Background: an optimization exercise with open tools, aiming at small area. Do not read the settings as production practice. RTL that was checked went through simulation tests only; none was proved equivalent to the original. The RTL of run 1 was laid out without a check of its function. Power and IR drop assume default switching activity.

==> flow/design.v <==
module riscv(
	input clk,
	input rst_n,
	input [31:0]instr,
	input [31:0]Rd_mem_data,
	output [7:0]rom_addr,
	output [31:0]Wr_mem_data,
	output W_en,
	output R_en,
	output [31:0]ram_addr,
	output [2:0]RW_type
    );
	reg [31:1] pc;           
	reg [31:0] r [1:31];     
	wire [31:1] s1, s2;      
	wire [31:1] wr, hold;    
	wire use_imm, sub, use_pc, is_jump, is_br, is_load, is_store;
	wire [31:0] imm_a;
	wire [12:1] immB;
	wire [7:0] wsel;         
	wire signed_cmp;
	rv_dec u_dec (
		.instr(instr), .rst_n(rst_n),
		.s1(s1), .s2(s2), .wr(wr), .hold(hold),
		.use_imm(use_imm), .sub(sub), .use_pc(use_pc), .is_jump(is_jump), .is_br(is_br),
		.is_load(is_load), .is_store(is_store), .imm_a(imm_a), .immB(immB), .wsel(wsel),
		.signed_cmp(signed_cmp));
	wire [31:0] rs1v, rs2v;
	genvar gb, gr;
	generate for (gb = 0; gb < 32; gb = gb + 1) begin : g_rd
		wire [31:1] col;
		for (gr = 1; gr < 32; gr = gr + 1) begin : g_c
			assign col[gr] = r[gr][gb];
		end
		rf_rdslice u_rd1 (.d(col), .s(s1), .o(rs1v[gb]));
		rf_rdslice u_rd2 (.d(col), .s(s2), .o(rs2v[gb]));
	end endgenerate
	wire [31:0] A;
	rv_opa u_opa (.rs1v(rs1v), .pc(pc), .use_pc(use_pc), .a(A));
	wire [31:0] Bx;
	rv_opb u_opb (.rs2v(rs2v), .imm(imm_a), .use_imm(use_imm), .sub(sub), .bx(Bx));
	wire [31:0] sum, p, g;
	wire cout;
	rv_add32 u_add (.a(A), .b(Bx), .cin(sub), .s(sum), .cout(cout), .p(p), .g(g));
	wire [31:0] shr, shl;
	rv_shift u_sh (.a(A), .sh(Bx[4:0]), .right(instr[14]), .arith(instr[30]), .shr(shr), .shl(shl));
	wire lt, taken;
	rv_cmp u_cmp (.p(p), .cout(cout), .signed_cmp(signed_cmp), .is_br(is_br), .f3(instr[14:12]), .lt(lt), .taken(taken));
	wire [31:2] inc;         
	rv_inc u_inc (.pc(pc[31:2]), .s(inc));
	wire [31:1] tgt;         
	rv_tgt u_tgt (.pc(pc), .immB(immB), .s(tgt));
	wire [31:1] pc_next;
	rv_pcmux u_pcm (.inc({inc, pc[1]}), .tgt(tgt), .sum(sum[31:1]), .taken(taken), .jump(is_jump), .y(pc_next));
	always @(posedge clk or negedge rst_n)
		if (!rst_n) pc <= 31'd0;
		else pc <= pc_next;
	wire [31:0] wd;
	rv_wb u_wb (.mem(Rd_mem_data), .pc4({inc, pc[1], 1'b0}), .sum(sum), .p(p), .g(g), .shl(shl), .shr(shr), .lt(lt),
		.sel(wsel), .wd(wd));
	generate for (gr = 1; gr < 32; gr = gr + 1) begin : g_wr
		wire [31:0] dnext;
		rf_wcell u_w (.q(r[gr]), .hold(hold[gr]), .wr(wr[gr]), .wd(wd), .d(dnext));
		always @(posedge clk) r[gr] <= dnext;
	end endgenerate
	assign rom_addr    = pc[9:2];
	assign Wr_mem_data = rs2v;
	assign W_en        = is_store;
	assign R_en        = is_load;
	assign ram_addr    = sum;
	assign RW_type     = instr[14:12];
endmodule
module rv_dec(
	input [31:0] instr,
	input rst_n,
	output [31:1] s1,
	output [31:1] s2,
	output [31:1] wr,
	output [31:1] hold,
	output use_imm,
	output sub,
	output use_pc,
	output is_jump,
	output is_br,
	output is_load,
	output is_store,
	output [31:0] imm_a,
	output [12:1] immB,
	output [7:0] wsel,
	output signed_cmp
    );
	wire b6 = instr[6], b5 = instr[5], b4 = instr[4], b3 = instr[3], b2 = instr[2];
	wire [2:0] f3 = instr[14:12];
	wire i30 = instr[30];
	wire i31 = instr[31];
	assign is_load  = ~b6 & ~b5 & ~b4;
	assign is_store = ~b6 &  b5 & ~b4;
	assign is_br    =  b6 & ~b2;
	assign is_jump  =  b6 & b2;            
	wire is_jal     =  b3;
	wire is_alu     = ~b6 & b4 & ~b2;      
	wire is_op      = is_alu & b5;
	wire reg_wr     = ~is_br & ~is_store;
	wire isU        = ~b6 & b2;            
	assign use_pc   = (isU & ~b5) | is_jal;  
	wire use_rs1    = ~(b2 & (~b6 | b3));  
	assign use_imm  = ~(is_op | is_br);
	assign sub = is_br | (is_alu & ~f3[2] & f3[1]) | (is_op & ~f3[2] & ~f3[1] & ~f3[0] & i30);
	assign signed_cmp = is_br ? ~f3[1] : ~f3[0];
	rv_dec5 u_d1 (.a(instr[19:15]), .en(use_rs1), .y(s1));
	rv_dec5 u_d2 (.a(instr[24:20]), .en(1'b1), .y(s2));
	rv_dec5w u_dw (.a(instr[11:7]), .en(reg_wr), .rst_n(rst_n), .wr(wr), .hold(hold));
	wire isS = is_store;
	wire isJ = is_jal;
	assign imm_a[0]     = isU | isJ ? 1'b0 : (isS ? instr[7] : instr[20]);
	assign imm_a[4:1]   = isU ? 4'd0 : (isS ? instr[11:8] : instr[24:21]);
	assign imm_a[10:5]  = isU ? 6'd0 : instr[30:25];
	assign imm_a[11]    = isU ? 1'b0 : (isJ ? instr[20] : i31);
	assign imm_a[19:12] = (isU | isJ) ? instr[19:12] : {8{i31}};
	assign imm_a[30:20] = isU ? instr[30:20] : {11{i31}};
	assign imm_a[31]    = i31;
	assign immB = {i31, instr[7], instr[30:25], instr[11:8]};
	wire ok = rst_n;
	wire alu_add = ~is_alu | (f3 == 3'b000);
	assign wsel[0] = ok & is_load;
	assign wsel[1] = ok & is_jump;
	assign wsel[2] = ok & ~is_load & ~is_jump & alu_add;
	assign wsel[3] = ok & is_alu & f3[2] & ~f3[0];             
	assign wsel[4] = ok & is_alu & f3[2] & f3[1];              
	assign wsel[5] = ok & is_alu & (f3 == 3'b001);
	assign wsel[6] = ok & is_alu & (f3 == 3'b101);
	assign wsel[7] = ok & is_alu & ~f3[2] & f3[1];            
endmodule
module rv_dec5(input [4:0] a, input en, output [31:1] y);
	wire [3:0] hin;
	wire [7:0] lon;
	genvar i;
	generate for (i = 0; i < 4; i = i + 1) begin : g_h
		assign hin[i] = ~(en & (a[4:3] == i));
	end
	for (i = 0; i < 8; i = i + 1) begin : g_l
		assign lon[i] = ~(a[2:0] == i);
	end
	for (i = 1; i < 32; i = i + 1) begin : g_y
		g_nor2 u_n (.a(hin[i/8]), .b(lon[i%8]), .y(y[i]));
	end endgenerate
endmodule
module rv_dec5w(input [4:0] a, input en, input rst_n, output [31:1] wr, output [31:1] hold);
	wire [3:0] hin;
	wire [7:0] lon;
	genvar i;
	generate for (i = 0; i < 4; i = i + 1) begin : g_h
		assign hin[i] = ~(en & (a[4:3] == i));
	end
	for (i = 0; i < 8; i = i + 1) begin : g_l
		assign lon[i] = ~(a[2:0] == i);
	end
	for (i = 1; i < 32; i = i + 1) begin : g_y
		g_o21ai u_w (.a1(hin[i/8]), .a2(lon[i%8]), .b1(rst_n), .y(wr[i]));
		g_inv u_h (.a(wr[i]), .y(hold[i]));
	end endgenerate
endmodule
module rf_rdslice(input [31:1] d, input [31:1] s, output o);
	wire [10:0] n;
	genvar i;
	generate for (i = 0; i < 10; i = i + 1) begin : g_p
		g_a222oi u_p (.a1(d[3*i+1]), .a2(s[3*i+1]), .b1(d[3*i+2]), .b2(s[3*i+2]), .c1(d[3*i+3]), .c2(s[3*i+3]), .y(n[i]));
	end endgenerate
	g_nand2 u_l (.a(d[31]), .b(s[31]), .y(n[10]));
	wire [2:0] m;
	g_nand4 u_m0 (.a(n[0]), .b(n[1]), .c(n[2]), .d(n[3]), .y(m[0]));
	g_nand4 u_m1 (.a(n[4]), .b(n[5]), .c(n[6]), .d(n[7]), .y(m[1]));
	g_nand3 u_m2 (.a(n[8]), .b(n[9]), .c(n[10]), .y(m[2]));
	g_or3 u_o (.a(m[0]), .b(m[1]), .c(m[2]), .y(o));
endmodule
module rf_wcell(input [31:0] q, input hold, input wr, input [31:0] wd, output [31:0] d);
	assign d = (q & {32{hold}}) | (wd & {32{wr}});
endmodule
module rv_opa(input [31:0] rs1v, input [31:1] pc, input use_pc, output [31:0] a);
	assign a = rs1v | ({pc, 1'b0} & {32{use_pc}});
endmodule
module rv_opb(input [31:0] rs2v, input [31:0] imm, input use_imm, input sub, output [31:0] bx);
	assign bx = (use_imm ? imm : rs2v) ^ {32{sub}};
endmodule
module rv_add32(input [31:0] a, input [31:0] b, input cin, output [31:0] s, output cout,
	output [31:0] p, output [31:0] g);
	assign p = a ^ b;
	assign g = a & b;
	wire [32:0] c;
	rv_bk #(.N(32)) u_bk (.g(g), .p(p), .cin(cin), .c(c));
	assign s = p ^ c[31:0];
	assign cout = c[32];
endmodule
module rv_bk #(parameter N = 32) (input [N-1:0] g, input [N-1:0] p, input cin, output [N:0] c);
	localparam D0 = (1 << $clog2(N)) / 4;
	reg [N-1:0] G, P;
	integer d, i;
	always @(*) begin
		G = g;
		P = p;
		G[0] = g[0] | (p[0] & cin);
		for (d = 1; d < N; d = d * 2)
			for (i = 2 * d - 1; i < N; i = i + 2 * d) begin
				G[i] = G[i] | (P[i] & G[i - d]);
				P[i] = P[i] & P[i - d];
			end
		for (d = D0; d >= 1; d = d / 2)
			for (i = 3 * d - 1; i < N; i = i + 2 * d)
				G[i] = G[i] | (P[i] & G[i - d]);
	end
	assign c = {G, cin};
endmodule
module rv_cmp(input [31:0] p, input cout, input signed_cmp, input is_br, input [2:0] f3,
	output lt, output taken);
	assign lt = signed_cmp ? (p[31] ^ cout) : ~cout;
	wire eq = &p;
	assign taken = is_br & ((f3[2] ? lt : eq) ^ f3[0]);
endmodule
module rv_shift(input [31:0] a, input [4:0] sh, input right, input arith, output [31:0] shr, output [31:0] shl);
	wire fill = arith & a[31] & right;
	wire filln = ~fill;
	wire [31:0] x0, x1, x2, x3, x4, x5;
	genvar i;
	generate for (i = 0; i < 32; i = i + 1) begin : g_s
		g_mux2i u0 (.a0(a[31-i]), .a1(a[i]), .s(right), .y(x0[i]));
		g_mux2i u1 (.a0(x0[i]), .a1(i + 1  < 32 ? x0[(i + 1)  % 32] : filln), .s(sh[0]), .y(x1[i]));
		g_mux2i u2 (.a0(x1[i]), .a1(i + 2  < 32 ? x1[(i + 2)  % 32] : fill),  .s(sh[1]), .y(x2[i]));
		g_mux2i u3 (.a0(x2[i]), .a1(i + 4  < 32 ? x2[(i + 4)  % 32] : filln), .s(sh[2]), .y(x3[i]));
		g_mux2i u4 (.a0(x3[i]), .a1(i + 8  < 32 ? x3[(i + 8)  % 32] : fill),  .s(sh[3]), .y(x4[i]));
		g_mux2i u5 (.a0(x4[i]), .a1(i + 16 < 32 ? x4[(i + 16) % 32] : filln), .s(sh[4]), .y(x5[i]));
		assign shr[i] = x5[i];
		assign shl[i] = x5[31-i];
	end endgenerate
endmodule
module rv_inc(input [31:2] pc, output [31:2] s);
	wire [31:3] c;
	assign s[2] = ~pc[2];
	assign c[3] = pc[2];
	genvar i;
	generate for (i = 3; i < 31; i = i + 1) begin : g_i
		g_ha u_h (.a(pc[i]), .b(c[i]), .s(s[i]), .c(c[i+1]));
	end endgenerate
	assign s[31] = pc[31] ^ c[31];
endmodule
module rv_tgt(input [31:1] pc, input [12:1] immB, output [31:1] s);
	wire [13:1] c;
	assign c[1] = 1'b0;
	genvar i;
	generate for (i = 1; i < 13; i = i + 1) begin : g_lo
		g_fa u_f (.a(pc[i]), .b(immB[i]), .ci(c[i]), .s(s[i]), .co(c[i+1]));
	end endgenerate
	wire neg = immB[12];
	wire up = c[13] & ~neg;      
	wire dn = ~c[13] & neg;      
	wire [31:13] ti, td;         
	assign ti[13] = 1'b1;
	assign td[13] = 1'b1;
	generate for (i = 14; i < 32; i = i + 1) begin : g_hi
		assign ti[i] = ti[i-1] & pc[i-1];
		assign td[i] = td[i-1] & ~pc[i-1];
	end endgenerate
	assign s[31:13] = pc[31:13] ^ (({19{up}} & ti) | ({19{dn}} & td));
endmodule
module rv_pcmux(input [31:1] inc, input [31:1] tgt, input [31:1] sum, input taken, input jump, output [31:1] y);
	wire e_s = jump;
	wire e_t = taken & ~jump;
	wire e_i = ~taken & ~jump;
	assign y = (sum & {31{e_s}}) | (tgt & {31{e_t}}) | (inc & {31{e_i}});
endmodule
module rv_wb(input [31:0] mem, input [31:0] pc4, input [31:0] sum, input [31:0] p, input [31:0] g,
	input [31:0] shl, input [31:0] shr, input lt, input [7:0] sel, output [31:0] wd);
	assign wd = (mem & {32{sel[0]}}) | (pc4 & {32{sel[1]}}) | (sum & {32{sel[2]}}) |
	            (p & {32{sel[3]}}) | (g & {32{sel[4]}}) | (shl & {32{sel[5]}}) | (shr & {32{sel[6]}}) |
	            {31'd0, lt & sel[7]};
endmodule
module g_nand2(input a, input b, output y);
	assign y = ~(a & b);
endmodule
module g_o21ai(input a1, input a2, input b1, output y);
	assign y = ~((a1 | a2) & b1);
endmodule
module g_o22ai(input a1, input a2, input b1, input b2, output y);
	assign y = ~((a1 | a2) & (b1 | b2));
endmodule
module g_nor4(input a, input b, input c, input d, output y);
	assign y = ~(a | b | c | d);
endmodule
module g_and4(input a, input b, input c, input d, output y);
	assign y = a & b & c & d;
endmodule
module g_mux2i(input a0, input a1, input s, output y);
	assign y = ~(s ? a1 : a0);
endmodule
module g_nor2(input a, input b, output y);
	assign y = ~(a | b);
endmodule
module g_nand3(input a, input b, input c, output y);
	assign y = ~(a & b & c);
endmodule
module g_nand4(input a, input b, input c, input d, output y);
	assign y = ~(a & b & c & d);
endmodule
module g_or3(input a, input b, input c, output y);
	assign y = a | b | c;
endmodule
module g_inv(input a, output y);
	assign y = ~a;
endmodule
module g_a222oi(input a1, input a2, input b1, input b2, input c1, input c2, output y);
	assign y = ~((a1 & a2) | (b1 & b2) | (c1 & c2));
endmodule
module g_ha(input a, input b, output s, output c);
	assign s = a ^ b;
	assign c = a & b;
endmodule
module g_fa(input a, input b, input ci, output s, output co);
	assign s = a ^ b ^ ci;
	assign co = (a & b) | (ci & (a ^ b));
endmodule
==> flow/run.sh <==
#!/bin/bash
# synth_recipe.tcl (not shown) runs the flow's synth.tcl, then flattens the netlist and writes it again
# the make line also repeats each setting of config.mk as NAME=value (left out here)
make -C /OpenROAD-flow-scripts/flow DESIGN_CONFIG=/design/flow/config.mk WORK_HOME=/design/flow/orfs CLKGATE_MAP_FILE= SYNTH_SCRIPT=/design/flow/synth_recipe.tcl finish
==> flow/config.mk <==
export PLATFORM = sky130hd
export DESIGN_NAME = riscv
export DESIGN_NICKNAME = riscv
export VERILOG_FILES = /design/flow/design.v
export SDC_FILE = /design/flow/constraint.sdc
export NUM_CORES = 4
export LEC_CHECK = 0
export CAP_MARGIN = 20
export CORE_MARGIN = 2
export CORE_UTILIZATION = 40
export SETUP_SLACK_MARGIN = 0.2
export SLEW_MARGIN = 20
export SYNTH_HIERARCHICAL = 1
==> flow/constraint.sdc <==
create_clock -name core_clock -period 10.0 [get_ports {clk}]
set_input_delay 2.0000 -clock core_clock [delete_from_list [all_inputs] [get_ports {clk}]]
set_output_delay 2.0000 -clock core_clock [all_outputs]
set_load 0.01 [all_outputs]
==> results of run 1 <==
layout by cell type (no fill, tap or decap), drive strengths merged, types with 37 or more instances in the layout:
| cell | count |
|---|---|
| a21o | 67 |
| a222oi | 671 |
| a22o | 992 |
| a22oi | 67 |
| buf | 661 |
| clkbuf | 165 |
| clkdlybuf4s50 | 128 |
| dfxtp | 992 |
| ha | 62 |
| inv | 47 |
| mux2i | 259 |
| nand2 | 122 |
| nand3 | 111 |
| nand4 | 140 |
| nor2 | 77 |
| o21ai | 84 |
| or3 | 67 |
| xnor2 | 48 |
| xor2 | 37 |
per-layer routing:
layer  track usage, %  wire (µm)  vias to the layer above
met5                0         17                        -
met4            22.83      17340                        2
met3            8.445      26590                      618
met2            52.41      97650                     3450
met1            44.66      87720                    23450
li1                 -          -                    19950
metrics by stage:
stage	total power, mW	hold slack, ns
after floorplan	10.99	0.4769
after global placement	13.97	0.4877
after detailed placement	14.12	0.4924
after CTS	18.49	0.5096
after global routing	19.40	0.5211
final	18.72	0.5107
per-module statistics from Yosys (local to each module, per instance), excerpt:
module   flops+latches  cells  area [µm²]
rv_dec               0    105       660.6
rv_opa               0     35       275.3
rv_cmp               0     19       112.6
rv_dec5              0     12       88.84
rv_inc               0      2       12.51
g_mux2i              0      1       10.01
power by group through the flow:
stage / Clock, mW / Sequential, mW / Combinational [mW]
3_3_place_gp: 0 / 7.44 / 6.54
3_5_place_dp: 0 / 7.51 / 6.61
2_1_floorplan: 0 / 7.05 / 3.94
4_1_cts: 4.40 / 7.45 / 6.64
5_1_grt: 4.57 / 7.73 / 7.10
6_report: 4.39 / 7.52 / 6.81
sequential cells by signal (all words and copies together) (netlist names):
signal / count
pc: 31
r: 992
repair_timing:
| action | in CTS | in global routing |
|---|---|---|
| pin swaps | 9 | 10 |
| buffers inserted | 10 | 3 |
| endpoints found under the setup margin | 13 | 12 |
| gates resized for setup | 16 | 23 |
worst min-delay path by stage:
stage / startpoint / end / slack [ns]
2_1_floorplan: r[10][10] / r[10][10] / 0.48
3_3_place_gp: r[10][11] / r[10][11] / 0.49
3_5_place_dp: r[28][7] / r[28][7] / 0.49
4_1_cts: r[31][1] / r[31][1] / 0.51
5_1_grt: r[16][23] / r[16][23] / 0.52
6_report: r[31][31] / r[31][31] / 0.51
area by class of cell:
class / count / area share, %
diodes: 4 / 0.01684
clock buffers: 165 / 5.592
clock inverters: 37 / 0.9370
inverters: 43 / 0.2716
flip-flops and latches: 1023 / 34.72
multi-input cells: 2949 / 43.60
well taps: 1612 / 3.394
repair buffers: 799 / 11.46
cell families (layout without fill, tap and decap cells):
| kind of cell | Yosys count | after routing | share of synthesized area (%) |
|---|---|---|---|
| XOR/XNOR | 85 | 85 | 1.531 |
| flip-flops | 1023 | 1023 | 42.44 |
| multiplexers | 259 | 259 | 5.332 |
| AND/OR/NAND/NOR | 602 | 602 | 6.708 |
| buffers and inverters | 342 | 1044 | 6.415 |
| adder cells (fa/ha/maj) | 74 | 74 | 2.089 |
| other | 3 | 10 | 0.02316 |
| AO/OA/AOI/OAI | 1923 | 1923 | 35.47 |
==> qor.yml, run 1 <==
dpl.cell_count: 6413
drc: 0
die-height_um: 352.7
cts.htree.levels: 3
netSwitchingFraction_pct: 38.08
grt_pass1_wl_mm: 323.5
first_pass_iters: 14
postSynthAreaPerCell_um2: 11.28
finalInstanceArea_um2: 59420
setup_violations: 0
seqCellArea_um2: 20630
dieArea_um2: 124400
cts_buffer_depth: 3
synth_cell_type_count: 74
rows: 127
worstSetupPathType: "in2out"
die_w_um: 352.7
dpl_cell_area_um2: 55230
syn_area_um2: 48630
cts_hold_buf: 0
synth_warnings: 10
whs_path_depth: 1
rsz0062_at_grt: "yes"
synth-async-reset-ratio_pct: 3.030
worstSetupEndpointType: "output pin"
syn_to_final_growth_pct: 22.21
seq_area_frac_synth_pct: 42.44
grt_max_degree: 64
crit_slowest_cell: "clkdlybuf4s50_1"
r2r_slack_ns: 2.41
antenna_found_initial: 4
finalHoldViolCount: 0
switchingPower_mw: 7.128
tightest_slew_ns: 0.9794
place_ws_ns: -0.1778
maxSlewHeadroom_pct: 34.51
synth-seq-cells: 1023
drtAntennaViolNets: 0
crit_path_frequent_cell: "buf_4"
cp-start-kind: "input port"
crit_cells: 21
io_pins: 143
r2r-start: "pc[1]"
wl_per_cell_um: 34.58
internal-power_mw: 11.59
path_buf_inv: 7
multiInputGateArea_um2: 25910
synth.area.top_cells: "dfxtp_1, a22o_1, a222oi_1"
fin_nets: 5064
fmax_mhz: 102.0
drv_cap: 0
p_leak_nw: 24.52
status: "no timing/DRC/antenna violations"
yosys_most_used_dff: "dfxtp_1"
fin_skew_ns: 0.04726
drt-vias-per-instance: 7.157
vias: 47460
critPathRequiredTime_ns: 8.00
drv_slew: 0
cp-startpoint: "instr[18]"
dp_hpwl_mm: 159.1
power_frac_comb_pct: 36.4
clkLatencyLatePin_ns: 0.76
grt_use_total_pct: 34.94
worst_slack_ns: 0.1986
syn_inst: 4311
crit_fanout: 13
irDropWorstVdd_mv: 0.2180
cts_buffers: 108
drive_gt1_share_pct: 20.93
fill_cells: 10960
final_cells: 6632
crit_arrival_ns: 7.80
clockRootBuffer: "clkbuf_16"
clkTransAtPathRegs_ns: 0.06
critPathTopFamily: "compound AO/OA/AOI/OAI gates"
synth_top_area_share_pct: 40.84
synth_area_leader_cell: "dfxtp_1"
cts_sinks: 1023
power.density_nw_per_um2: 315.0
crit_path_end: "ram_addr[30]"
cts_tree: "done"
tns_ns: 0
p_seq_share_pct: 40.2
slowest_delay_ns: 0.63
min_period_ns: 9.801
start_util_pct: 40.42
grt_pass1_vias: 44500
r2r_end: "pc[22]"
port_buffers: 140
core_area_um2: 120300
routed_wirelength_mm: 229.3
fin_crit_sh_pct: 98.01
grt_overflow: 0
synth.most_common_cell: "dfxtp_1"
place_congestion: 1.059
synthTopCellsByCount: "dfxtp_1, a22o_1, a222oi_1"
clockPowerShare_pct: 23.4
cp_cell_sequence: "clkdlybuf4s50_1, nand3b_1, buf_12, nor2_4, buf_4, a222oi_1, nand4_1, buf_4, or3_1, ha_1, a21o_4, a31o_1, a211o_4, nand4_4, a21oi_2, a221o_1, a31oi_4, inv_1, xor2_1, buf_4, clkdlybuf4s50_1"
drtIter0Drc: 8981
synth_edf_count: 0
fin_util_pct: 49.40
hold_class: "reg2reg"
rr_worst_depth: 20
==> run 2, diff against run 1 <==
--- a/flow/design.v
+++ b/flow/design.v
@@ -51,10 +51,9 @@
 	wire [31:1] tgt;         
 	rv_tgt u_tgt (.pc(pc), .immB(immB), .s(tgt));
 	wire [31:1] pc_next;
-	rv_pcmux u_pcm (.inc({inc, pc[1]}), .tgt(tgt), .sum(sum[31:1]), .taken(taken), .jump(is_jump), .y(pc_next));
-	always @(posedge clk or negedge rst_n)
-		if (!rst_n) pc <= 31'd0;
-		else pc <= pc_next;
+	rv_pcmux u_pcm (.inc({inc, pc[1]}), .tgt(tgt), .sum(sum[31:1]), .taken(taken), .jump(is_jump), .rst_n(rst_n), .y(pc_next));
+	always @(posedge clk)
+		pc <= pc_next;
 	wire [31:0] wd;
 	rv_wb u_wb (.mem(Rd_mem_data), .pc4({inc, pc[1], 1'b0}), .sum(sum), .p(p), .g(g), .shl(shl), .shr(shr), .lt(lt),
 		.sel(wsel), .wd(wd));
@@ -174,7 +173,10 @@
 	g_or3 u_o (.a(m[0]), .b(m[1]), .c(m[2]), .y(o));
 endmodule
 module rf_wcell(input [31:0] q, input hold, input wr, input [31:0] wd, output [31:0] d);
-	assign d = (q & {32{hold}}) | (wd & {32{wr}});
+	genvar i;
+	generate for (i = 0; i < 32; i = i + 1) begin : g_b
+		g_a22o u_b (.a1(q[i]), .a2(hold), .b1(wd[i]), .b2(wr), .y(d[i]));
+	end endgenerate
 endmodule
 module rv_opa(input [31:0] rs1v, input [31:1] pc, input use_pc, output [31:0] a);
 	assign a = rs1v | ({pc, 1'b0} & {32{use_pc}});
@@ -192,7 +194,7 @@
 	assign cout = c[32];
 endmodule
 module rv_bk #(parameter N = 32) (input [N-1:0] g, input [N-1:0] p, input cin, output [N:0] c);
-	localparam D0 = (1 << $clog2(N)) / 4;
+	localparam D0 = N > 16 ? 8 : (N > 8 ? 4 : (N > 4 ? 2 : 1));   
 	reg [N-1:0] G, P;
 	integer d, i;
 	always @(*) begin
@@ -261,11 +263,17 @@
 	end endgenerate
 	assign s[31:13] = pc[31:13] ^ (({19{up}} & ti) | ({19{dn}} & td));
 endmodule
-module rv_pcmux(input [31:1] inc, input [31:1] tgt, input [31:1] sum, input taken, input jump, output [31:1] y);
-	wire e_s = jump;
-	wire e_t = taken & ~jump;
-	wire e_i = ~taken & ~jump;
-	assign y = (sum & {31{e_s}}) | (tgt & {31{e_t}}) | (inc & {31{e_i}});
+module rv_pcmux(input [31:1] inc, input [31:1] tgt, input [31:1] sum, input taken, input jump, input rst_n,
+	output [31:1] y);
+	wire e_s = rst_n & jump;
+	wire e_t = rst_n & taken & ~jump;
+	wire e_i = rst_n & ~taken & ~jump;
+	wire [31:1] yn;
+	genvar i;
+	generate for (i = 1; i < 32; i = i + 1) begin : g_m
+		g_a222oi u_m (.a1(sum[i]), .a2(e_s), .b1(tgt[i]), .b2(e_t), .c1(inc[i]), .c2(e_i), .y(yn[i]));
+		g_inv u_i (.a(yn[i]), .y(y[i]));
+	end endgenerate
 endmodule
 module rv_wb(input [31:0] mem, input [31:0] pc4, input [31:0] sum, input [31:0] p, input [31:0] g,
 	input [31:0] shl, input [31:0] shr, input lt, input [7:0] sel, output [31:0] wd);
@@ -317,3 +325,6 @@
 	assign s = a ^ b ^ ci;
 	assign co = (a & b) | (ci & (a ^ b));
 endmodule
+module g_a22o(input a1, input a2, input b1, input b2, output y);
+	assign y = (a1 & a2) | (b1 & b2);
+endmodule
==> flow/flow/run.sh (new file) <==
#!/bin/bash
# Own layout flow: the standard flow (standard.sh, all steps, standard synthesis),
# with one change: the input and output ports are buffered with sky130_fd_sc_hd__buf_1
# instead of the default port buffer cell chosen by buffer_ports.
set -euo pipefail
export BUFFER_PORTS_ARGS="-buffer_cell sky130_fd_sc_hd__buf_1"
bash standard.sh > standard_flow.log 2>&1
==> flow/standard.sh (new file) <==
#!/bin/bash
# synth_recipe.tcl (not shown) runs the flow's synth.tcl, then flattens the netlist and writes it again
# the make line also repeats each setting of config.mk as NAME=value (left out here)
make -C /OpenROAD-flow-scripts/flow DESIGN_CONFIG=/design/flow/config.mk WORK_HOME=/design/flow/orfs CLKGATE_MAP_FILE= SYNTH_SCRIPT=/design/flow/synth_recipe.tcl "${@:-finish}"
--- a/flow/config.mk
+++ b/flow/config.mk
@@ -7,7 +7,10 @@
 export LEC_CHECK = 0
 export CAP_MARGIN = 20
 export CORE_MARGIN = 2
-export CORE_UTILIZATION = 40
+export CORE_UTILIZATION = 60
+export CTS_BUF_LIST = sky130_fd_sc_hd__clkbuf_16
+export CTS_CLUSTER_DIAMETER = 100
+export CTS_CLUSTER_SIZE = 30
 export SETUP_SLACK_MARGIN = 0.2
 export SLEW_MARGIN = 20
 export SYNTH_HIERARCHICAL = 1
removed: flow/run.sh
==> qor.yml, run 2 <==
synth_warnings: 10  # unchanged
first_pass_iters: 14  # unchanged
synthTopCellsByCount: "dfxtp_1, a22o_1, a222oi_1"  # unchanged
routed_wirelength_mm: 211.8  # was 229.3 mm
hold_class: "reg2reg"  # unchanged
internal-power_mw: 8.184  # was 11.59 mW
power_frac_comb_pct: 34.2  # was 36.4%
grt_pass1_vias: 42590  # was 44500
largest-register: "r"  # unchanged
synth.most_common_cell: "dfxtp_1"  # unchanged
r2r_end: "pc[30]"  # was pc[22]
tns_ns: 0  # unchanged
grt_pass1_wl_mm: 295.9  # was 323.5 mm
dpl.cell_count: 5495  # was 6413
cp-start-kind: "input port"  # unchanged
cts_hold_buf: 0  # unchanged
fin_crit_sh_pct: 98.85  # was 98.01%
setup_violations: 0  # unchanged
final_cell_mix: "dfxtp_1, a22o_1, a222oi_1, buf_4, mux2i_1"  # unchanged
antenna_found_initial: 10  # was 4
synth_cell_type_count: 72  # was 74
synth_top_family_by_area: "compound AO/OA/AOI/OAI gates"  # unchanged
drtAntennaViolNets: 0  # unchanged
final_cells: 5564  # was 6632
dpl_cell_area_um2: 50780  # was 55230 µm²
worstSetupEndpointType: "output pin"  # unchanged
place_ws_ns: 0.1872  # was -0.1778 ns
syn_area_um2: 46060  # was 48630 µm²
synthMuxAreaShare_pct: 4.955  # was 5.332%
yosys.area_share.simple_pct: 6.892  # was 6.708%
drc: 0  # unchanged
clkTransAtPathRegs_ns: 0.11  # was 0.06 ns
synth.area.top_cells: "dfxtp_1, a22o_1, a222oi_1"  # unchanged
die-height_um: 281.1  # was 352.7 µm
r2r_slack_ns: 2.19  # was 2.41 ns
drv_slew: 0  # unchanged
drv_cap: 0  # unchanged
hold_path_end: "r[31][3]"  # was r[31][31]
fin_nets: 4655  # was 5064
port_buffers: 140  # unchanged
postSynthAreaPerCell_um2: 11.27  # was 11.28 µm²
switchingPower_mw: 5.149  # was 7.128 mW
grt_use_total_pct: 50.82  # was 34.94%
dieArea_um2: 79000  # was 124400 µm²
status: "no timing/DRC/antenna violations"  # unchanged
cts_buffer_depth: 3  # unchanged
largest_reg_flops: 992  # unchanged
fmax_mhz: 101.2  # was 102.0 MHz
irDropWorstVdd_mv: 0.2294  # was 0.2180 mV
path_buf_inv: 3  # was 7
rows: 101  # was 127
maxSlewHeadroom_pct: 11.62  # was 34.51%
p_seq_share_pct: 49.2  # was 40.2%
syn_inst: 4086  # was 4311
clockRootBuffer: "clkbuf_16"  # unchanged
mostFrequentLayoutCell: "dfxtp_1"  # unchanged
synth_xor_area_share_pct: 1.616  # was 1.531%
syn_to_final_growth_pct: 13.17  # was 22.21%
drive_gt1_share_pct: 11.72  # was 20.93%
reg_top3: "r (992), pc (31)"  # unchanged
cts.htree.levels: 2  # was 3
critPathRequiredTime_ns: 8.00  # about the same
cp_cell_sequence: "buf_1, nand3b_1, nor2_4, buf_4, a222oi_1, nand4_1, or3_1, a21o_1, ha_1, a21oi_1, nand2_1, a21o_1, a21oi_1, a21oi_2, a221o_1, a31oi_4, o21bai_1, xor2_1, buf_1"  # was clkdlybuf4s50_1, nand3b_1, buf_12, nor2_4, buf_4, a222oi_1, nand4_1, buf_4, or3_1, ha_1, a21o_4, a31o_1, a211o_4, nand4_4, a21oi_2, a221o_1, a31oi_4, inv_1, xor2_1, buf_4, clkdlybuf4s50_1
synth_top_area_share_pct: 44.46  # was 40.84%
power.density_nw_per_um2: 255.8  # was 315.0 nW/µm²
synth_fa_ha_area_share_pct: 2.206  # was 2.089%
drt-vias-per-instance: 8.484  # was 7.157
die_w_um: 281.1  # was 352.7 µm
critPathTopFamily: "compound AO/OA/AOI/OAI gates"  # unchanged
p_leak_nw: 21.14  # was 24.52 nW
io_pins: 143  # unchanged
worstSetupPathType: "in2out"  # unchanged
synth-async-reset-ratio_pct: 0  # was 3.030%
place_congestion: 1.091  # was 1.059
crit_fanout: 24  # was 13
finalInstanceArea_um2: 52130  # was 59420 µm²
start_util_pct: 60.65  # was 40.42%
grt_overflow: 0  # unchanged
whs_path_depth: 1  # unchanged
rsz0062_at_grt: "no"  # was yes
vias: 47210  # was 47460
seq_area_frac_synth_pct: 44.46  # was 42.44%
crit_slowest_cell: "or3_1"  # was clkdlybuf4s50_1
r2r-start: "pc[1]"  # unchanged
finalHoldViolCount: 0  # unchanged
worstHoldStart: "r[31][3]"  # was r[31][31]
clkLatencyLatePin_ns: 0.68  # was 0.76 ns
core_area_um2: 75950  # was 120300 µm²
synth_area_leader_cell: "dfxtp_1"  # unchanged
drtIter0Drc: 11660  # was 8981
min_period_ns: 9.885  # was 9.801 ns
p_total_mw: 13.33  # was 18.72 mW
fin_skew_ns: 0.06384  # was 0.04726 ns
rr_worst_depth: 20  # unchanged
netSwitchingFraction_pct: 38.62  # was 38.08%
slowest_delay_ns: 0.64  # was 0.63 ns
crit_arrival_ns: 7.88  # was 7.80 ns
cts_tree: "done"  # unchanged
yosys_most_used_dff: "dfxtp_1"  # unchanged
cts_sinks: 1023  # unchanged
synth-seq-cells: 1023  # unchanged
synth_edf_count: 0  # unchanged
worst_slack_ns: 0.1150  # was 0.1986 ns
dp_hpwl_mm: 138.7  # was 159.1 mm
fill_cells: 5970  # was 10960
wl_per_cell_um: 38.06  # was 34.58 µm
synth_compound_area_share_pct: 37.60  # was 35.47%
tightest_slew_ns: 1.324  # was 0.9794 ns
clockPowerShare_pct: 16.7  # was 23.4%
cts_buffers: 43  # was 108
grt_max_degree: 43  # was 64
[run 2: how the worst max path moves through the flow]
stage | from | end | slack [ns] | depth (start not counted)
2_1_floorplan | instr[23] | ram_addr[31] | 0.24 | 16
3_3_place_gp | instr[24] | ram_addr[31] | 0.20 | 20
3_5_place_dp | instr[24] | ram_addr[31] | 0.19 | 20
4_1_cts | instr[20] | ram_addr[31] | 0.24 | 20
5_1_grt | instr[21] | ram_addr[31] | 0.23 | 21
6_report | instr[16] | ram_addr[31] | 0.12 | 19
[run 2: logic make-up (layout without fill, tap and decap cells)]
| group | after synthesis | in the layout |
|---|---|---|
| other | 3 | 17 |
| AO/OA/AOI/OAI | 1923 | 1923 |
| multiplexers | 228 | 228 |
| AND/OR/NAND/NOR | 574 | 578 |
| flip-flops | 1023 | 1023 |
| adder cells (fa/ha/maj) | 74 | 74 |
| XOR/XNOR | 85 | 85 |
| buffers and inverters | 176 | 606 |
[run 2: Yosys stat by module, one instance, submodules excluded, a selection]
| module | copies in the design | cells | area [µm²] | flip-flops and latches |
|---|---|---|---|---|
| riscv | 1 | 1035 | 20570 | 1023 |
| rv_add32 | 1 | 64 | 680.7 | 0 |
| rv_tgt | 1 | 79 | 599.3 | 0 |
| rv_shift | 1 | 34 | 251.5 | 0 |
| rv_cmp | 1 | 19 | 112.6 | 0 |
| rv_pcmux | 1 | 3 | 28.78 | 0 |
| g_ha | 28 | 1 | 12.51 | 0 |
| g_a22o | 992 | 1 | 8.758 | 0 |
| g_nand2 | 64 | 1 | 3.754 | 0 |
[run 2: power by group through the flow]
stage | logic, mW | registers [mW] | clock network, mW
after floorplan | 2.86 | 6.30 | 0
after global placement | 4.25 | 6.52 | 0
after detailed placement | 4.33 | 6.58 | 0
after CTS | 4.34 | 6.49 | 2.20
after global routing | 4.72 | 6.70 | 2.33
final | 4.55 | 6.56 | 2.22
[run 2: what timing repair did]
item	4_1_cts	5_1_grt
endpoints found under the setup margin	2	12
resized for setup	1	8
gates cloned	0	4
buffers inserted	0	0
pin swaps	0	5
[run 2: layout make-up]
| type | instances | area [µm²] | share of cell area, % |
|---|---|---|---|
| multi-input cells | 2894 | 25470 | 48.87 |
| flip-flops and latches | 1023 | 20480 | 39.29 |
| repair buffers | 479 | 3314 | 6.358 |
| well taps | 1030 | 1289 | 2.472 |
| clock buffers | 43 | 1076 | 2.064 |
| inverters | 74 | 277.8 | 0.5329 |
| clock inverters | 10 | 188.9 | 0.3624 |
| diodes | 11 | 27.53 | 0.05281 |
[run 2: layer usage]
layer	vias to the layer above	wire (µm)	track usage [%]
met1	22630	74430	64.52
met5	-	25	0.2502
met2	4552	82210	69.26
met4	4	19270	37.80
li1	19070	-	-
met3	955	35860	19.69
[run 2: per-stage QoR]
| stage | hold slack [ns] | util (%) |
|---|---|---|
| floorplan | 0.4769 | - |
| global placement | 0.4870 | 66.86 |
| global route | 0.5326 | 68.60 |
| CTS | 0.5226 | 68.53 |
| detailed placement | 0.4941 | 66.86 |
| finish | 0.5211 | 68.63 |
==> run 3, diff against run 2 <==
--- a/flow/design.v
+++ b/flow/design.v
@@ -43,7 +43,8 @@
 	wire cout;
 	rv_add32 u_add (.a(A), .b(Bx), .cin(sub), .s(sum), .cout(cout), .p(p), .g(g));
 	wire [31:0] shr, shl;
-	rv_shift u_sh (.a(A), .sh(Bx[4:0]), .right(instr[14]), .arith(instr[30]), .shr(shr), .shl(shl));
+	wire [4:0] shamt = use_imm ? instr[24:20] : rs2v[4:0];
+	rv_shift u_sh (.a(A), .sh(shamt), .right(instr[14]), .arith(instr[30]), .shr(shr), .shl(shl));
 	wire lt, taken;
 	rv_cmp u_cmp (.p(p), .cout(cout), .signed_cmp(signed_cmp), .is_br(is_br), .f3(instr[14:12]), .lt(lt), .taken(taken));
 	wire [31:2] inc;         
@@ -107,7 +108,7 @@
 	assign sub = is_br | (is_alu & ~f3[2] & f3[1]) | (is_op & ~f3[2] & ~f3[1] & ~f3[0] & i30);
 	assign signed_cmp = is_br ? ~f3[1] : ~f3[0];
 	rv_dec5 u_d1 (.a(instr[19:15]), .en(use_rs1), .y(s1));
-	rv_dec5 u_d2 (.a(instr[24:20]), .en(1'b1), .y(s2));
+	rv_dec5 u_d2 (.a(instr[24:20]), .en(~b2), .y(s2));       
 	rv_dec5w u_dw (.a(instr[11:7]), .en(reg_wr), .rst_n(rst_n), .wr(wr), .hold(hold));
 	wire isS = is_store;
 	wire isJ = is_jal;
@@ -133,30 +134,33 @@
 module rv_dec5(input [4:0] a, input en, output [31:1] y);
 	wire [3:0] hin;
 	wire [7:0] lon;
+	rv_pre u_p (.a(a), .en(en), .hin(hin), .lon(lon));
 	genvar i;
-	generate for (i = 0; i < 4; i = i + 1) begin : g_h
-		assign hin[i] = ~(en & (a[4:3] == i));
-	end
-	for (i = 0; i < 8; i = i + 1) begin : g_l
-		assign lon[i] = ~(a[2:0] == i);
-	end
-	for (i = 1; i < 32; i = i + 1) begin : g_y
+	generate for (i = 1; i < 32; i = i + 1) begin : g_y
 		g_nor2 u_n (.a(hin[i/8]), .b(lon[i%8]), .y(y[i]));
 	end endgenerate
 endmodule
 module rv_dec5w(input [4:0] a, input en, input rst_n, output [31:1] wr, output [31:1] hold);
 	wire [3:0] hin;
 	wire [7:0] lon;
+	rv_pre u_p (.a(a), .en(en), .hin(hin), .lon(lon));
+	genvar i;
+	generate for (i = 1; i < 32; i = i + 1) begin : g_y
+		g_o21ai u_w (.a1(hin[i/8]), .a2(lon[i%8]), .b1(rst_n), .y(wr[i]));
+		g_inv u_h (.a(wr[i]), .y(hold[i]));
+	end endgenerate
+endmodule
+module rv_pre(input [4:0] a, input en, output [3:0] hin, output [7:0] lon);
+	wire [4:0] an;
 	genvar i;
-	generate for (i = 0; i < 4; i = i + 1) begin : g_h
-		assign hin[i] = ~(en & (a[4:3] == i));
+	generate for (i = 0; i < 5; i = i + 1) begin : g_i
+		g_inv u_i (.a(a[i]), .y(an[i]));
 	end
 	for (i = 0; i < 8; i = i + 1) begin : g_l
-		assign lon[i] = ~(a[2:0] == i);
+		g_nand3 u_l (.a(i % 2 ? a[0] : an[0]), .b((i / 2) % 2 ? a[1] : an[1]), .c(i / 4 ? a[2] : an[2]), .y(lon[i]));
 	end
-	for (i = 1; i < 32; i = i + 1) begin : g_y
-		g_o21ai u_w (.a1(hin[i/8]), .a2(lon[i%8]), .b1(rst_n), .y(wr[i]));
-		g_inv u_h (.a(wr[i]), .y(hold[i]));
+	for (i = 0; i < 4; i = i + 1) begin : g_h
+		g_nand3 u_h (.a(en), .b(i % 2 ? a[3] : an[3]), .c(i / 2 ? a[4] : an[4]), .y(hin[i]));
 	end endgenerate
 endmodule
 module rf_rdslice(input [31:1] d, input [31:1] s, output o);
==> flow/flow/run.sh (replaced) <==
#!/bin/bash
# Own layout flow: the standard flow (standard.sh, all steps, standard synthesis),
# with two changes:
#  - the input and output ports are buffered with sky130_fd_sc_hd__buf_2 instead of the
#    default port buffer cell chosen by buffer_ports;
#  - timing repair does not clone gates (a clone once ended up right at its max-capacitance
#    limit after routing).
set -euo pipefail
export BUFFER_PORTS_ARGS="-buffer_cell sky130_fd_sc_hd__buf_2"
export SKIP_GATE_CLONING=1
bash standard.sh > standard_flow.log 2>&1
--- a/flow/config.mk
+++ b/flow/config.mk
@@ -9,8 +9,8 @@
 export CORE_MARGIN = 2
 export CORE_UTILIZATION = 60
 export CTS_BUF_LIST = sky130_fd_sc_hd__clkbuf_16
-export CTS_CLUSTER_DIAMETER = 100
-export CTS_CLUSTER_SIZE = 30
+export CTS_CLUSTER_DIAMETER = 80
+export CTS_CLUSTER_SIZE = 25
 export SETUP_SLACK_MARGIN = 0.2
 export SLEW_MARGIN = 20
 export SYNTH_HIERARCHICAL = 1
==> qor.yml, run 3 <==
clockRootBuffer: "clkbuf_16"  # unchanged
final_cells: 5479  # was 5564
drv_slew: 0  # unchanged
synth-async-reset-ratio_pct: 0  # unchanged
cp-start-kind: "input port"  # unchanged
syn_area_um2: 46070  # was 46060 µm²
synth-seq-cells: 1023  # unchanged
crit_fanout: 17  # was 24
p_seq_share_pct: 49.5  # was 49.2%
crit_arrival_ns: 7.88  # about the same
drive_gt1_share_pct: 12.44  # was 11.72%
rows: 101  # unchanged
dp_hpwl_mm: 138.8  # was 138.7 mm
fmax_mhz: 101.2  # about the same
drv_cap: 0  # unchanged
place_ws_ns: 0.3683  # was 0.1872 ns
cts_hold_buf: 0  # unchanged
worstSetupEndpointType: "output pin"  # unchanged
finalHoldViolCount: 0  # unchanged
drtAntennaViolNets: 0  # unchanged
first_pass_iters: 14  # unchanged
postSynthAreaPerCell_um2: 11.22  # was 11.27 µm²
tns_ns: 0  # unchanged
grt_pass1_vias: 42740  # was 42590
synth_cell_type_count: 70  # was 72
whs_ns: 0.5183  # was 0.5211 ns
rsz0062_at_grt: "yes"  # was no
p_leak_nw: 21.05  # was 21.14 nW
finalInstanceArea_um2: 51360  # was 52130 µm²
synth_warnings: 10  # unchanged
fin_skew_ns: 0.03361  # was 0.06384 ns
drc: 0  # unchanged
io_pins: 143  # unchanged
hold_class: "reg2reg"  # unchanged
port_buffers: 140  # unchanged
status: "no timing/DRC/antenna violations"  # unchanged
grt_overflow: 0  # unchanged
synth.area.top_cells: "dfxtp_1, a22o_1, a222oi_1"  # unchanged
synth_edf_count: 0  # unchanged
drt-vias-per-instance: 8.548  # was 8.484
clkTransAtPathRegs_ns: 0.09  # was 0.11 ns
grt_max_degree: 42  # was 43
cts_buffer_depth: 3  # unchanged
yosys_most_used_dff: "dfxtp_1"  # unchanged
fin_nets: 4557  # was 4655
final_cell_mix: "dfxtp_1, a22o_1, a222oi_1, mux2i_1, buf_4"  # was dfxtp_1, a22o_1, a222oi_1, buf_4, mux2i_1
cts.htree.levels: 2  # unchanged
synthTopCellsByCount: "dfxtp_1, a22o_1, a222oi_1"  # unchanged
setup_violations: 0  # unchanged
worstSetupPathType: "in2out"  # unchanged
die_w_um: 281.1  # about the same
min_period_ns: 9.883  # was 9.885 ns
fin_crit_sh_pct: 98.83  # was 98.85%
seq_area_frac_synth_pct: 44.46  # about the same
clockPowerShare_pct: 18.0  # was 16.7%
cts_buffers: 50  # was 43
grt_use_total_pct: 51.10  # was 50.82%
clkLatencyLatePin_ns: 0.68  # about the same
grt_pass1_wl_mm: 298.3  # was 295.9 mm
largest_reg_flops: 992  # unchanged
routed_wirelength_mm: 211.7  # was 211.8 mm
switchingPower_mw: 5.097  # was 5.149 mW
irDropWorstVdd_mv: 0.1888  # was 0.2294 mV
maxSlewHeadroom_pct: 19.63  # was 11.62%
r2r_slack_ns: 1.99  # was 2.19 ns
synth.most_common_cell: "dfxtp_1"  # unchanged
largest-register: "r"  # unchanged
netSwitchingFraction_pct: 38.41  # was 38.62%
power_frac_comb_pct: 32.5  # was 34.2%
die-height_um: 281.1  # about the same
internal-power_mw: 8.172  # was 8.184 mW
critPathRequiredTime_ns: 8.00  # about the same
dpl_cell_area_um2: 49800  # was 50780 µm²
worst_slack_ns: 0.1175  # was 0.1150 ns
syn_inst: 4106  # was 4086
power.density_nw_per_um2: 258.3  # was 255.8 nW/µm²
antenna_found_initial: 28  # was 10
start_util_pct: 60.66  # was 60.65%
mostFrequentLayoutCell: "dfxtp_1"  # unchanged
cts_tree: "done"  # unchanged
reg_top3: "r (992), pc (31)"  # unchanged
dpl.cell_count: 5394  # was 5495
drtIter0Drc: 11070  # was 11660
syn_to_final_growth_pct: 11.49  # was 13.17%
wl_per_cell_um: 38.64  # was 38.06 µm
tightest_slew_ns: 1.203  # was 1.324 ns
core_area_um2: 75950  # unchanged
vias: 46840  # was 47210
place_congestion: 1.112  # was 1.091
cts_sinks: 1023  # unchanged
synth_top_area_share_pct: 44.46  # about the same
synth_area_leader_cell: "dfxtp_1"  # unchanged
dieArea_um2: 79010  # was 79000 µm²
run 3: power groups by stage:
stage                     sequential (mW)  clock, mW  combinational (mW)
after global routing                 6.72       2.51                4.46
after detailed placement             6.59          0                4.07
after floorplan                      6.30          0                2.78
after global placement               6.54          0                4.00
after CTS                            6.51       2.37                4.09
final                                6.57       2.39                4.31
run 3: per-layer routing:
metal  vias to the layer above  share of wire, %  track usage, %
met5                         -             0.077          0.1251
met4                        24               8.8           37.23
met3                      1014                16           17.52
met2                      4381                40           72.71
met1                     22540                35           64.04
li1                      18880                 -               -
run 3: layout make-up:
class                           instances  area, µm²
Tap cell                             1030       1289
Timing Repair Buffer                  360       2444
Sequential cell                      1023      20480
Fill cell                            6026      24590
Antenna cell                           19      47.55
Clock inverter                         14      185.2
Inverter                               90      337.8
Clock buffer                           51       1276
Multi-Input combinational cell       2892      25300
run 3: path summary, 6_finish.rpt:
check	from	endpoint	depth (start not counted)
min	r[20][23]	r[20][23]	1
max	instr[2]	ram_addr[31]	21
max reg2reg	pc[1]	pc[27]	20
min reg2reg	r[20][23]	r[20][23]	1
run 3: per-stage QoR:
stage | utilization (%) | power [mW]
6_report | 67.63 | 13.27
5_1_grt | 67.58 | 13.69
4_1_cts | 67.49 | 12.98
3_5_place_dp | 65.57 | 10.67
3_3_place_gp | 65.57 | 10.54
2_1_floorplan | - | 9.075
run 3: cell families after synthesis:
| group | share of synthesized area [%] |
|---|---|
| AOI/OAI and AO/OA | 37.58 |
| DFF | 44.46 |
| and+or+nand+nor | 6.695 |
| muxes | 5.076 |
| buffers and inverters | 2.352 |
| xor gates and xnor gates | 1.616 |
| adders and majority gates | 2.205 |
| other | 0.01630 |
run 3: critical path: stages:
cell and delay [ns]:
buf_2 0.12, inv_1 0.34, nand3_1 0.45, buf_4 0.30, nor2_2 0.52, buf_4 0.42, a222oi_1 0.15, nand3_1 0.31
or3_1 0.41, mux2i_1 0.15, xnor2_1 0.15, ha_1 0.33, nand4_1 0.17, o21ai_0 0.41, a211oi_1 0.16, a21oi_2 0.33
a221o_1 0.32, a31oi_4 0.12, o21bai_1 0.23, xor2_2 0.27, buf_2 0.20
run 3: timing repair:
action / in CTS / in global routing
endpoints found under the hold margin: 0 / 0
gates resized for setup: 0 / 6
endpoints found under the setup margin: 0 / 6
setup buffers: 0 / 1
run 3: per-module statistics from Yosys (local to each module, per instance), a selection:
module,cells,flops+latches,times used,area (µm²)
rv_opa,35,0,1,275.3
rv_dec,105,0,1,641.9
rv_shift,34,0,1,251.5
rv_inc,2,0,1,12.51
g_nand4,1,0,128,6.256
g_fa,1,0,12,20.02
g_mux2i,1,0,192,10.01
==> run 4, diff against run 3 <==
--- a/flow/design.v
+++ b/flow/design.v
@@ -14,7 +14,7 @@
 	reg [31:0] r [1:31];     
 	wire [31:1] s1, s2;      
 	wire [31:1] wr, hold;    
-	wire use_imm, sub, use_pc, is_jump, is_br, is_load, is_store;
+	wire use_imm, sub, use_pc, use_rs1, is_jump, is_br, is_load, is_store;
 	wire [31:0] imm_a;
 	wire [12:1] immB;
 	wire [7:0] wsel;         
@@ -22,7 +22,7 @@
 	rv_dec u_dec (
 		.instr(instr), .rst_n(rst_n),
 		.s1(s1), .s2(s2), .wr(wr), .hold(hold),
-		.use_imm(use_imm), .sub(sub), .use_pc(use_pc), .is_jump(is_jump), .is_br(is_br),
+		.use_imm(use_imm), .sub(sub), .use_pc(use_pc), .use_rs1(use_rs1), .is_jump(is_jump), .is_br(is_br),
 		.is_load(is_load), .is_store(is_store), .imm_a(imm_a), .immB(immB), .wsel(wsel),
 		.signed_cmp(signed_cmp));
 	wire [31:0] rs1v, rs2v;
@@ -36,7 +36,7 @@
 		rf_rdslice u_rd2 (.d(col), .s(s2), .o(rs2v[gb]));
 	end endgenerate
 	wire [31:0] A;
-	rv_opa u_opa (.rs1v(rs1v), .pc(pc), .use_pc(use_pc), .a(A));
+	rv_opa u_opa (.rs1v(rs1v), .pc(pc), .use_rs1(use_rs1), .use_pc(use_pc), .a(A));
 	wire [31:0] Bx;
 	rv_opb u_opb (.rs2v(rs2v), .imm(imm_a), .use_imm(use_imm), .sub(sub), .bx(Bx));
 	wire [31:0] sum, p, g;
@@ -80,6 +80,7 @@
 	output use_imm,
 	output sub,
 	output use_pc,
+	output use_rs1,
 	output is_jump,
 	output is_br,
 	output is_load,
@@ -103,12 +104,12 @@
 	wire reg_wr     = ~is_br & ~is_store;
 	wire isU        = ~b6 & b2;            
 	assign use_pc   = (isU & ~b5) | is_jal;  
-	wire use_rs1    = ~(b2 & (~b6 | b3));  
+	assign use_rs1  = ~(b2 & (~b6 | b3));  
 	assign use_imm  = ~(is_op | is_br);
 	assign sub = is_br | (is_alu & ~f3[2] & f3[1]) | (is_op & ~f3[2] & ~f3[1] & ~f3[0] & i30);
 	assign signed_cmp = is_br ? ~f3[1] : ~f3[0];
-	rv_dec5 u_d1 (.a(instr[19:15]), .en(use_rs1), .y(s1));
-	rv_dec5 u_d2 (.a(instr[24:20]), .en(~b2), .y(s2));       
+	rv_dec5 u_d1 (.a(instr[19:15]), .y(s1));
+	rv_dec5 u_d2 (.a(instr[24:20]), .y(s2));
 	rv_dec5w u_dw (.a(instr[11:7]), .en(reg_wr), .rst_n(rst_n), .wr(wr), .hold(hold));
 	wire isS = is_store;
 	wire isJ = is_jal;
@@ -131,10 +132,10 @@
 	assign wsel[6] = ok & is_alu & (f3 == 3'b101);
 	assign wsel[7] = ok & is_alu & ~f3[2] & f3[1];            
 endmodule
-module rv_dec5(input [4:0] a, input en, output [31:1] y);
+module rv_dec5(input [4:0] a, output [31:1] y);
 	wire [3:0] hin;
 	wire [7:0] lon;
-	rv_pre u_p (.a(a), .en(en), .hin(hin), .lon(lon));
+	rv_pre2 u_p (.a(a), .hin(hin), .lon(lon));
 	genvar i;
 	generate for (i = 1; i < 32; i = i + 1) begin : g_y
 		g_nor2 u_n (.a(hin[i/8]), .b(lon[i%8]), .y(y[i]));
@@ -163,6 +164,19 @@
 		g_nand3 u_h (.a(en), .b(i % 2 ? a[3] : an[3]), .c(i / 2 ? a[4] : an[4]), .y(hin[i]));
 	end endgenerate
 endmodule
+module rv_pre2(input [4:0] a, output [3:0] hin, output [7:0] lon);
+	wire [4:0] an;
+	genvar i;
+	generate for (i = 0; i < 5; i = i + 1) begin : g_i
+		g_inv u_i (.a(a[i]), .y(an[i]));
+	end
+	for (i = 0; i < 8; i = i + 1) begin : g_l
+		g_nand3 u_l (.a(i % 2 ? a[0] : an[0]), .b((i / 2) % 2 ? a[1] : an[1]), .c(i / 4 ? a[2] : an[2]), .y(lon[i]));
+	end
+	for (i = 0; i < 4; i = i + 1) begin : g_h
+		g_nand2 u_h (.a(i % 2 ? a[3] : an[3]), .b(i / 2 ? a[4] : an[4]), .y(hin[i]));
+	end endgenerate
+endmodule
 module rf_rdslice(input [31:1] d, input [31:1] s, output o);
 	wire [10:0] n;
 	genvar i;
@@ -182,8 +196,8 @@
 		g_a22o u_b (.a1(q[i]), .a2(hold), .b1(wd[i]), .b2(wr), .y(d[i]));
 	end endgenerate
 endmodule
-module rv_opa(input [31:0] rs1v, input [31:1] pc, input use_pc, output [31:0] a);
-	assign a = rs1v | ({pc, 1'b0} & {32{use_pc}});
+module rv_opa(input [31:0] rs1v, input [31:1] pc, input use_rs1, input use_pc, output [31:0] a);
+	assign a = (rs1v & {32{use_rs1}}) | ({pc, 1'b0} & {32{use_pc}});
 endmodule
 module rv_opb(input [31:0] rs2v, input [31:0] imm, input use_imm, input sub, output [31:0] bx);
 	assign bx = (use_imm ? imm : rs2v) ^ {32{sub}};
--- a/flow/config.mk
+++ b/flow/config.mk
@@ -11,6 +11,6 @@
 export CTS_BUF_LIST = sky130_fd_sc_hd__clkbuf_16
 export CTS_CLUSTER_DIAMETER = 80
 export CTS_CLUSTER_SIZE = 25
-export SETUP_SLACK_MARGIN = 0.2
+export SETUP_SLACK_MARGIN = 0.45
 export SLEW_MARGIN = 20
 export SYNTH_HIERARCHICAL = 1
==> qor.yml, run 4 <==
synth_top_family_by_area: "compound AO/OA/AOI/OAI gates"  # unchanged
synthMuxAreaShare_pct: 5.070  # was 5.076%
cts_tree: "done"  # unchanged
tightest_slew_ns: 1.202  # was 1.203 ns
rsz0062_at_grt: "no"  # was yes
final_cell_mix: "a22o_1, dfxtp_1, a222oi_1, buf_4, mux2i_1"  # was dfxtp_1, a22o_1, a222oi_1, mux2i_1, buf_4
min_period_ns: 9.673  # was 9.883 ns
fill_cells: 6024  # was 6026
cts_buffers: 50  # unchanged
r2r_slack_ns: 2.10  # was 1.99 ns
synth_xor_area_share_pct: 1.614  # was 1.616%
cp-startpoint: "instr[16]"  # was instr[2]
die_w_um: 281.3  # was 281.1 µm
grt_pass1_vias: 43920  # was 42740
fmax_mhz: 103.4  # was 101.2 MHz
io_pins: 143  # unchanged
critPathTopFamily: "simple AND/OR/NAND/NOR gates"  # unchanged
routed_wirelength_mm: 224.8  # was 211.7 mm
syn_area_um2: 46120  # was 46070 µm²
port_buffers: 140  # unchanged
drive_gt1_share_pct: 13.64  # was 12.44%
synth-async-reset-ratio_pct: 0  # unchanged
path_buf_inv: 3  # was 5
r2r-start: "pc[1]"  # unchanged
finalHoldViolCount: 0  # unchanged
first_pass_iters: 15  # was 14
drt-vias-per-instance: 8.734  # was 8.548
cts_hold_buf: 0  # unchanged
cts_sinks: 1023  # unchanged
synth_top_area_share_pct: 44.40  # was 44.46%
synth.area.top_cells: "dfxtp_1, a22o_1, a222oi_1"  # unchanged
synth-seq-cells: 1023  # unchanged
seqCellArea_um2: 20480  # unchanged
clockRootBuffer: "clkbuf_16"  # unchanged
synth_fa_ha_area_share_pct: 2.203  # was 2.205%
core_area_um2: 76080  # was 75950 µm²
seq_area_frac_synth_pct: 44.40  # was 44.46%
crit_fanout: 26  # was 17
grt_pass1_wl_mm: 312.6  # was 298.3 mm
maxSlewHeadroom_pct: 19.67  # was 19.63%
antenna_found_initial: 43  # was 28
p_leak_nw: 21.12  # was 21.05 nW
crit_arrival_ns: 7.67  # was 7.88 ns
slowest_delay_ns: 1.06  # was 0.52 ns
fin_crit_sh_pct: 96.73  # was 98.83%
reg_top3: "r (992), pc (31)"  # unchanged
dieArea_um2: 79110  # was 79010 µm²
power.density_nw_per_um2: 278.3  # was 258.3 nW/µm²
rows: 101  # unchanged
yosys.area_share.simple_pct: 6.687  # was 6.695%
synth_area_leader_cell: "dfxtp_1"  # unchanged
cts_buffer_depth: 3  # unchanged
hold_class: "reg2reg"  # unchanged
syn_to_final_growth_pct: 12.67  # was 11.49%
cp_cell_sequence: "buf_2, inv_1, nand3_1, nor2_4, a222oi_1, nand4_1, or3_1, and2_1, ha_1, a21o_1, a31o_1, a211o_2, a31oi_4, o21ai_1, a21o_1, a21o_1, a21o_1, xor2_1, buf_2"  # was buf_2, inv_1, nand3_1, buf_4, nor2_2, buf_4, a222oi_1, nand3_1, or3_1, mux2i_1, xnor2_1, ha_1, nand4_1, o21ai_0, a211oi_1, a21oi_2, a221o_1, a31oi_4, o21bai_1, xor2_2, buf_2
drtIter0Drc: 11750  # was 11070
vias: 48150  # was 46840
cp-start-kind: "input port"  # unchanged
synthTopCellsByCount: "a22o_1, dfxtp_1, a222oi_1"  # was dfxtp_1, a22o_1, a222oi_1
tns_ns: 0  # unchanged
synth_edf_count: 0  # unchanged
crit_path_frequent_cell: "a21o_1"
worstSetupEndpointType: "output pin"  # unchanged
drv_cap: 0  # unchanged
irDropWorstVdd_mv: 0.2258  # was 0.1888 mV
crit_slowest_cell: "nor2_4"  # was nor2_2
critPathRequiredTime_ns: 8.00  # about the same
whs_ns: 0.5192  # was 0.5183 ns
dp_hpwl_mm: 146.3  # was 138.8 mm
start_util_pct: 60.63  # was 60.66%
wl_per_cell_um: 40.77  # was 38.64 µm
fin_nets: 4587  # was 4557
cts.htree.levels: 2  # unchanged
clkTransAtPathRegs_ns: 0.10  # was 0.09 ns
fin_skew_ns: 0.04007  # was 0.03361 ns
worst_slack_ns: 0.3269  # was 0.1175 ns
worstHoldStart: "r[31][4]"  # was r[20][23]
yosys_most_used_dff: "dfxtp_1"  # unchanged
status: "no timing/DRC/antenna violations"  # unchanged
drtAntennaViolNets: 0  # unchanged
largest-register: "r"  # unchanged
place_congestion: 1.087  # was 1.112
drv_slew: 0  # unchanged
postSynthAreaPerCell_um2: 11.23  # was 11.22 µm²
largest_reg_flops: 992  # unchanged
die-height_um: 281.3  # was 281.1 µm
synth_warnings: 10  # unchanged
grt_overflow: 0  # unchanged
grt_max_degree: 43  # was 42
drc: 0  # unchanged
worstSetupPathType: "in2out"  # unchanged
clkLatencyLatePin_ns: 0.69  # was 0.68 ns
synth_compound_area_share_pct: 37.63  # was 37.58%
syn_inst: 4108  # was 4106
multiInputGateArea_um2: 25490  # was 25300 µm²
place_ws_ns: 0.4020  # was 0.3683 ns
synth_cell_type_count: 70  # unchanged
setup_violations: 0  # unchanged
grt_use_total_pct: 54.19  # was 51.10%
fin_util_pct: 68.31  # was 67.63%
[run 4: changes by cell type after synthesis, sizes merged]
cell / change
nand2: +5
a22o: +31
a21oi: +1
nor2: -1
inv: -1
buf: +3
or2: +1
and2: +2
nand3: -8
a21o: -31
[run 4: logic make-up (layout without fill, tap and decap cells)]
group           Yosys count  in the layout
flops                  1023           1023
simple gates            575            575
compound gates         1923           1923
other cells               2             21
buf+inv                 193            549
fa+ha+maj                74             74
mux                     233            233
xor+xnor                 85             85
[run 4: final cells by class]
class	instances	area share [%]
clock inverters	18	0.3973
well taps	1030	2.480
diodes	19	0.09149
inverters	89	0.6429
clock buffers	51	2.456
repair buffers	391	5.475
flip-flops and latches	1023	39.41
multi-input cells	2892	49.05
[run 4: per-module statistics from Yosys (local to each module, per instance), a selection]
module / cell area [µm²] / cells inside
g_ha: 12.51 / 1
g_nand4: 6.256 / 1
riscv: 20620 / 1040
g_nand3: 5.005 / 1
g_fa: 20.02 / 1
g_a22o: 8.758 / 1
g_nand2: 3.754 / 1
g_inv: 3.754 / 1
g_mux2i: 10.01 / 1
rv_opb: 676.9 / 72
rv_pcmux: 28.78 / 3
[run 4: path summary, 6_finish.rpt]
check | end | cells after the start
max | ram_addr[19] | 19
min | r[31][4] | 1
max reg2reg | pc[27] | 20
min reg2reg | r[31][4] | 1
[run 4: repair_timing]
action                                 in CTS  in global routing
pin swaps                                   0                 14
resized for setup                           1                 30
endpoints found under the hold margin       0                  0
gates cloned                                0                  0
setup buffers                               0                  2
setup endpoints to repair                   1                 13
[run 4: per-stage QoR]
step                      std cells  power [mW]  cell area, µm²
after CTS                      5490       13.98           51660
after detailed placement       5421       11.67           50180
after global placement         5421       11.52           50180
after floorplan                4108       9.670           46120
after global routing           5497       14.82           51930
final                          5513       14.46           51970
[run 4: power by group]
group	switching, mW	internal [mW]	total [mW]	leakage (nW)
logic	3.19	2.05	5.24	11.9
clock network	1.44	0.974	2.41	0.741
registers	1.25	5.56	6.81	8.45
total	5.88	8.58	14.5	21.1
[run 4: metal layers]
metal / track usage [%] / part of all wire, %
met5: 1.126 / 0.24
met4: 41.34 / 9.6
met3: 24.57 / 18
met2: 74.23 / 39
met1: 65.78 / 33

-- afterwards: timing with drivers on the ports --
The results above use ideal ports. As a check the final layouts listed here were re-extracted and re-timed, cells and wires unchanged. Step 1 assumes that a clkbuf_16 drives the clock port and a buf_2 every other input. Step 2, shift: input delay + t, output delay - t, t = (earliest + latest rising clock arrival at the registers) / 2. This alone moves slack from input paths to output paths. Slacks: ideal / step 1 / step 2; pairs: ideal / step 1.
| run | shift t [ns] | setup WS [ns] | hold WS [ns] | worst register clock-pin slew, ns |
|---|---|---|---|---|
| run 1 | 0.812 | 0.199 / 0.171 / 0.171 | 0.511 / 0.511 / 0.511 | 0.07 / 0.07 |
| run 2 | 0.720 | 0.115 / 0.089 / 0.089 | 0.521 / 0.521 / 0.521 | 0.12 / 0.12 |
| run 3 | 0.737 | 0.117 / 0.098 / 0.098 | 0.518 / 0.518 / 0.518 | 0.11 / 0.11 |
| run 4 | 0.745 | 0.327 / 0.265 / 0.241 | 0.519 / 0.519 / 0.519 | 0.11 / 0.11 |
After both steps setup and hold are still met in every run listed. The setup slack of run 4, which loses most, moves by -0.062 ns with the drivers and by -0.086 ns with both steps.
